This is an optimization exercise on Yosys and OpenROAD, whose aim is small area, not a production implementation. Function was checked by simulation only, so behaviour that the tests miss may differ from the original. No activity file was given, so power comes from the tool's default toggle rates.

==> trial 63 <==
==> flow/design.v <==
`default_nettype none
module VGA_Timing_Generator(
    input  wire       clk_i,
    input  wire       rst_i,
    output wire       hsync_n_o,
    output wire       vsync_n_o,
    output wire       blank_n_o,
    output wire       valid_o,
    output wire       end_of_visible_line_o,
    output wire       end_of_frame_o,
    output wire       left_o,        
    output wire       top_o,         
    output wire       line0_o        
);
reg       ph;            
reg [9:0] px;            
reg [9:0] v;             
always @(posedge clk_i) begin
    if (rst_i) begin
        ph <= 1'b1;
        px <= 10'd794;
        v  <= 10'd522;
    end else begin
        ph <= ~ph;
        if (ph) begin
            if (px == 10'd795) begin
                px <= 10'd0;
                v  <= (v == 10'd522) ? 10'd0 : v + 1'b1;
            end else begin
                px <= px + 1'b1;
            end
        end
    end
end
wire vis_line = (v < 10'd480);
wire eol      = ~ph & (px == 10'd640);
assign valid_o               = ~ph;
assign blank_n_o             = (px < 10'd640) & vis_line;
assign hsync_n_o             = ~((px >= 10'd656) & (px < 10'd752));
assign vsync_n_o             = ~((v == 10'd490) | (v == 10'd491));
assign end_of_visible_line_o = eol & vis_line;
assign end_of_frame_o        = eol & (v == 10'd479);
assign left_o  = (px < 10'd320);
assign top_o   = (v < 10'd240);
assign line0_o = (v == 10'd0);
endmodule
`default_nettype none
module Video_Ctrl #(
  parameter DEPTH     = 47,
  parameter REQ_LEVEL = 29
)(
  input  wire        clk_i,
  input  wire        rst_i,
  input  wire        fb_en_i,
  output wire        sdram_cmd_valid,
  input  wire        sdram_cmd_ready,
  output wire        sdram_ack,
  output wire [23:0] sdram_addr_x16,
  input  wire        sdram_resp_valid,
  input  wire        sdram_resp_last,
  input  wire [15:0] sdram_rdata,
  input  wire        valid_i,
  input  wire        left_i,
  input  wire        top_i,
  input  wire        line0_i,
  input  wire        end_of_frame_i,
  output wire [23:0] rgb_o
);
localparam LW = $clog2(DEPTH + 1);
reg [15:0]   fifo [1:DEPTH];    
reg [LW-1:0] level;
reg [16:0]   addr;
reg          first_frame;       
reg          req;               
reg          busy;              
reg          cap;               
wire show = left_i & top_i;
wire pop  = valid_i & show & ~(first_frame & line0_i);
wire full = (level == DEPTH);
wire push = sdram_resp_valid & cap & (~full | pop);
wire ack  = sdram_resp_valid & sdram_resp_last;
wire want = (level <= REQ_LEVEL);
assign sdram_cmd_valid = req;
assign sdram_ack       = ack;
assign sdram_addr_x16  = {6'h20, 1'b0, addr};
integer k;
always @(posedge clk_i) begin
  if (push) begin
    fifo[1] <= sdram_rdata;
    for (k = 2; k <= DEPTH; k = k + 1)
      fifo[k] <= fifo[k-1];
  end
end
always @(posedge clk_i) begin
  if (rst_i) begin
    level       <= '0;
    addr        <= '0;
    first_frame <= 1'b1;
    req         <= 1'b0;
    busy        <= 1'b0;
    cap         <= 1'b0;
  end else begin
    if (push & ~pop)
      level <= level + 1'b1;
    else if (pop & ~push)
      level <= level - 1'b1;
    if (push)
      addr <= addr + 1'b1;
    if (sdram_resp_valid & ~push)
      cap <= 1'b0;
    if (req) begin
      if (sdram_cmd_ready) begin
        req  <= 1'b0;
        busy <= 1'b1;
        cap  <= 1'b1;
      end
    end else if (busy) begin
      if (ack) begin
        busy <= 1'b0;
        req  <= want;
      end
    end else begin
      req <= want;
    end
    if (end_of_frame_i) begin
      level       <= '0;
      addr        <= '0;
      first_frame <= 1'b0;
    end
  end
end
localparam NG = (DEPTH + 2) / 3;
wire [DEPTH+2:1] sel;
wire [15:0]      ent [1:DEPTH+2];
genvar g;
generate
  for (g = 1; g <= DEPTH + 2; g = g + 1) begin : g_sel
    if (g <= DEPTH) begin : g_e
      assign sel[g] = (level == g);
      assign ent[g] = fifo[g];
    end else begin : g_pad
      assign sel[g] = 1'b0;
      assign ent[g] = 16'h0000;
    end
  end
endgenerate
wire [15:0] grp_n [0:NG-1];
generate
  for (g = 0; g < NG; g = g + 1) begin : g_grp
    Sel3_N u_sel (
      .a0(ent[3*g+1]), .a1(ent[3*g+2]), .a2(ent[3*g+3]),
      .s0(sel[3*g+1]), .s1(sel[3*g+2]), .s2(sel[3*g+3]),
      .y_n(grp_n[g])
    );
  end
endgenerate
reg [15:0] d;
always @(*) begin
  d = 16'h0000;
  for (k = 0; k < NG; k = k + 1)
    d = d | ~grp_n[k];
end
assign rgb_o = ~fb_en_i ? 24'hFF00FF :
               ~show    ? 24'h000000 :
               {d[15:11], d[15:13], d[10:5], d[10:9], d[4:0], d[2:0]};
endmodule
module Sel3_N(
  input  wire [15:0] a0,
  input  wire [15:0] a1,
  input  wire [15:0] a2,
  input  wire        s0,
  input  wire        s1,
  input  wire        s2,
  output wire [15:0] y_n
);
assign y_n = ~((a0 & {16{s0}}) | (a1 & {16{s1}}) | (a2 & {16{s2}}));
endmodule
`default_nettype none
module Poly94_Video(
    input  wire        clk_i,
    input  wire        rst_i,
    input  wire        fb_en_i,
    output wire        sdram_cmd_valid_o,
    input  wire        sdram_cmd_ready_i,
    output wire [23:0] sdram_addr_x16_o,
    input  wire        sdram_resp_valid_i,
    input  wire        sdram_resp_last_i,
    input  wire [15:0] sdram_rdata_i,
    output wire        sdram_ack_o,
    output wire        hsync_n_o,
    output wire        vsync_n_o,
    output wire        blank_n_o,
    output wire        pixel_valid_o,
    output wire        end_of_visible_line_o,
    output wire        end_of_frame_o,
    output wire [23:0] vga_color_o
);
    wire valid, left, top, line0;
    VGA_Timing_Generator vgatm(
        .clk_i(clk_i),
        .rst_i(rst_i),
        .hsync_n_o(hsync_n_o),
        .vsync_n_o(vsync_n_o),
        .blank_n_o(blank_n_o),
        .valid_o(valid),
        .end_of_visible_line_o(end_of_visible_line_o),
        .end_of_frame_o(end_of_frame_o),
        .left_o(left),
        .top_o(top),
        .line0_o(line0)
    );
    assign pixel_valid_o = valid;
    Video_Ctrl video_inst(
        .clk_i(clk_i),
        .rst_i(rst_i),
        .fb_en_i(fb_en_i),
        .sdram_cmd_valid(sdram_cmd_valid_o),
        .sdram_cmd_ready(sdram_cmd_ready_i),
        .sdram_ack(sdram_ack_o),
        .sdram_addr_x16(sdram_addr_x16_o),
        .sdram_resp_valid(sdram_resp_valid_i),
        .sdram_resp_last(sdram_resp_last_i),
        .sdram_rdata(sdram_rdata_i),
        .valid_i(valid),
        .left_i(left),
        .top_i(top),
        .line0_i(line0),
        .end_of_frame_i(end_of_frame_o),
        .rgb_o(vga_color_o)
    );
endmodule
==> flow/run.sh <==
#!/bin/bash
# synth_recipe.tcl (not shown) runs the flow's synth.tcl, then flattens the netlist and writes it again
# the make line also repeats each setting of config.mk as NAME=value (left out here)
make -C /OpenROAD-flow-scripts/flow DESIGN_CONFIG=/design/flow/config.mk WORK_HOME=/design/flow/orfs CLKGATE_MAP_FILE= SYNTH_SCRIPT=/design/flow/synth_recipe.tcl finish
==> flow/config.mk <==
export PLATFORM = sky130hd
export DESIGN_NAME = Poly94_Video
export DESIGN_NICKNAME = Poly94_Video
export VERILOG_FILES = /design/flow/design.v
export SDC_FILE = /design/flow/constraint.sdc
export NUM_CORES = 4
export LEC_CHECK = 0
export CAP_MARGIN = 20
export CORE_MARGIN = 2
export CORE_UTILIZATION = 60
export CTS_BUF_LIST = sky130_fd_sc_hd__clkbuf_8
export CTS_CLUSTER_DIAMETER = 60
export CTS_CLUSTER_SIZE = 18
export PLACE_DENSITY = 0.7
export SLEW_MARGIN = 20
export SYNTH_HIERARCHICAL = 1
export SYNTH_MEMORY_MAX_BITS = 32768
==> flow/constraint.sdc <==
create_clock -name core_clock -period 10.0 [get_ports {clk_i}]
set_input_delay 2.0000 -clock core_clock [delete_from_list [all_inputs] [get_ports {clk_i}]]
set_output_delay 2.0000 -clock core_clock [all_outputs]
set_load 0.01 [all_outputs]
==> trial 34 (differences from trial 63) <==
==> flow/flow/run.sh (new file) <==
#!/bin/bash
set -euo pipefail
export BUFFER_PORTS_ARGS="-buffer_cell sky130_fd_sc_hd__buf_1"
export CTS_ARGS="-sink_clustering_enable -repair_clock_nets -sink_clustering_size 18 -sink_clustering_max_diameter 60 -buf_list sky130_fd_sc_hd__clkbuf_8 -dont_use_dummy_load"
bash standard.sh > standard.log 2>&1
==> flow/standard.sh (new file) <==
#!/bin/bash
# synth_recipe.tcl (not shown) runs the flow's synth.tcl, then flattens the netlist and writes it again
# the make line also repeats each setting of config.mk as NAME=value (left out here)
make -C /OpenROAD-flow-scripts/flow DESIGN_CONFIG=/design/flow/config.mk WORK_HOME=/design/flow/orfs CLKGATE_MAP_FILE= SYNTH_SCRIPT=/design/flow/synth_recipe.tcl "${@:-finish}"
--- a/flow/config.mk
+++ b/flow/config.mk
@@ -9,7 +9,4 @@
 export CORE_MARGIN = 2
-export CORE_UTILIZATION = 60
-export CTS_BUF_LIST = sky130_fd_sc_hd__clkbuf_8
-export CTS_CLUSTER_DIAMETER = 60
-export CTS_CLUSTER_SIZE = 18
-export PLACE_DENSITY = 0.7
+export CORE_UTILIZATION = 75
+export PLACE_DENSITY = 0.85
 export SLEW_MARGIN = 20
removed: flow/run.sh
==> qor summary <==
| item | trial 63 | trial 34 |
|---|---|---|
| Layer with the highest usage | met1 | met2 |
| Routed met3 length | 7.75 mm | 9.67 mm |
| Die span in x | 225 um | 201 um |
| Total routing resource utilization after global routing | 24.7% | 31.4% |
| Final nets | 1677 | 1684 |
| Met1 Track Usage GR | 38.1% | 46.1% |
| Portion of the layout cell area used by non-clock buffers | 2.86% | 1.56% |
| Worst r2r dst | video_inst.level[4] | video_inst.fifo[47][10] |
| Max frequency | 148 MHz | 170 MHz |
| Switching power total | 1220 uW | 1150 uW |
| Share of post-route cells with drive strength above 1 | 8.19% | 7.52% |
| Multi-input gate share of total cell area | 16.7% | 17.0% |
| Power drawn by the combinational cells | 250 uW | 233 uW |
| Run status | no timing/DRC/antenna violations | no timing/DRC/antenna violations |
| Setup slack of the critical path after layout | 3.23 ns | 4.11 ns |
| Launch instance of the worst min-delay path | video_inst.fifo[6][15] | video_inst.fifo[31][10] |
| Largest net degree at the start of global routing | 232 | 215 |
| Arrival time worst endpoint | 4.77 ns | 3.89 ns |
| Transition at the pin with the smallest max-transition slack | 1.15 ns | 1.20 ns |
| Period Utilization, post-route | 67.7% | 58.9% |
| GPL Wtd Cong | 0.946 | 0.915 |
| Internal power | 4370 uW | 4300 uW |
| Worst max-slew margin expressed relative to the limit | 22.9% | 19.8% |
| Part of the total power dissipated in sequential elements | 68.5% | 70.4% |
| Via count | 16450 | 16795 |
| First-pass GRT wire length | 94.5 mm | 95.6 mm |

## what the ideal ports hide
How much do the figures lean on ideal ports? The routed layouts below were timed once more, with nothing changed but the port constraints. Step 1 (the two cells are an assumption about what drives the block):
set clk [get_ports {clk_i}]
set_driving_cell -lib_cell sky130_fd_sc_hd__clkbuf_16 $clk
set_driving_cell -lib_cell sky130_fd_sc_hd__buf_2 [delete_from_list [all_inputs] $clk]
Step 2 also shifts input and output timing later by t, the mid clock arrival at the registers, as if the neighbouring blocks saw the same clock. Slacks: no drivers / after step 1 / after step 2; pairs: no drivers / after step 1.
| run | shift t [ns] | setup WS [ns] | worst setup path at the end | latest minus earliest clock arrival (ns) | worst data-port slew with drivers (ns) |
|---|---|---|---|---|---|
| trial 63 | 0.741 | 3.233 / 3.177 / 3.918 | register to output | 0.031 / 0.032 | 0.04 |
| trial 34 | 0.687 | 4.106 / 4.055 / 4.653 | input to output | 0.082 / 0.082 | 0.04 |
After both steps every run listed still meets setup and hold.
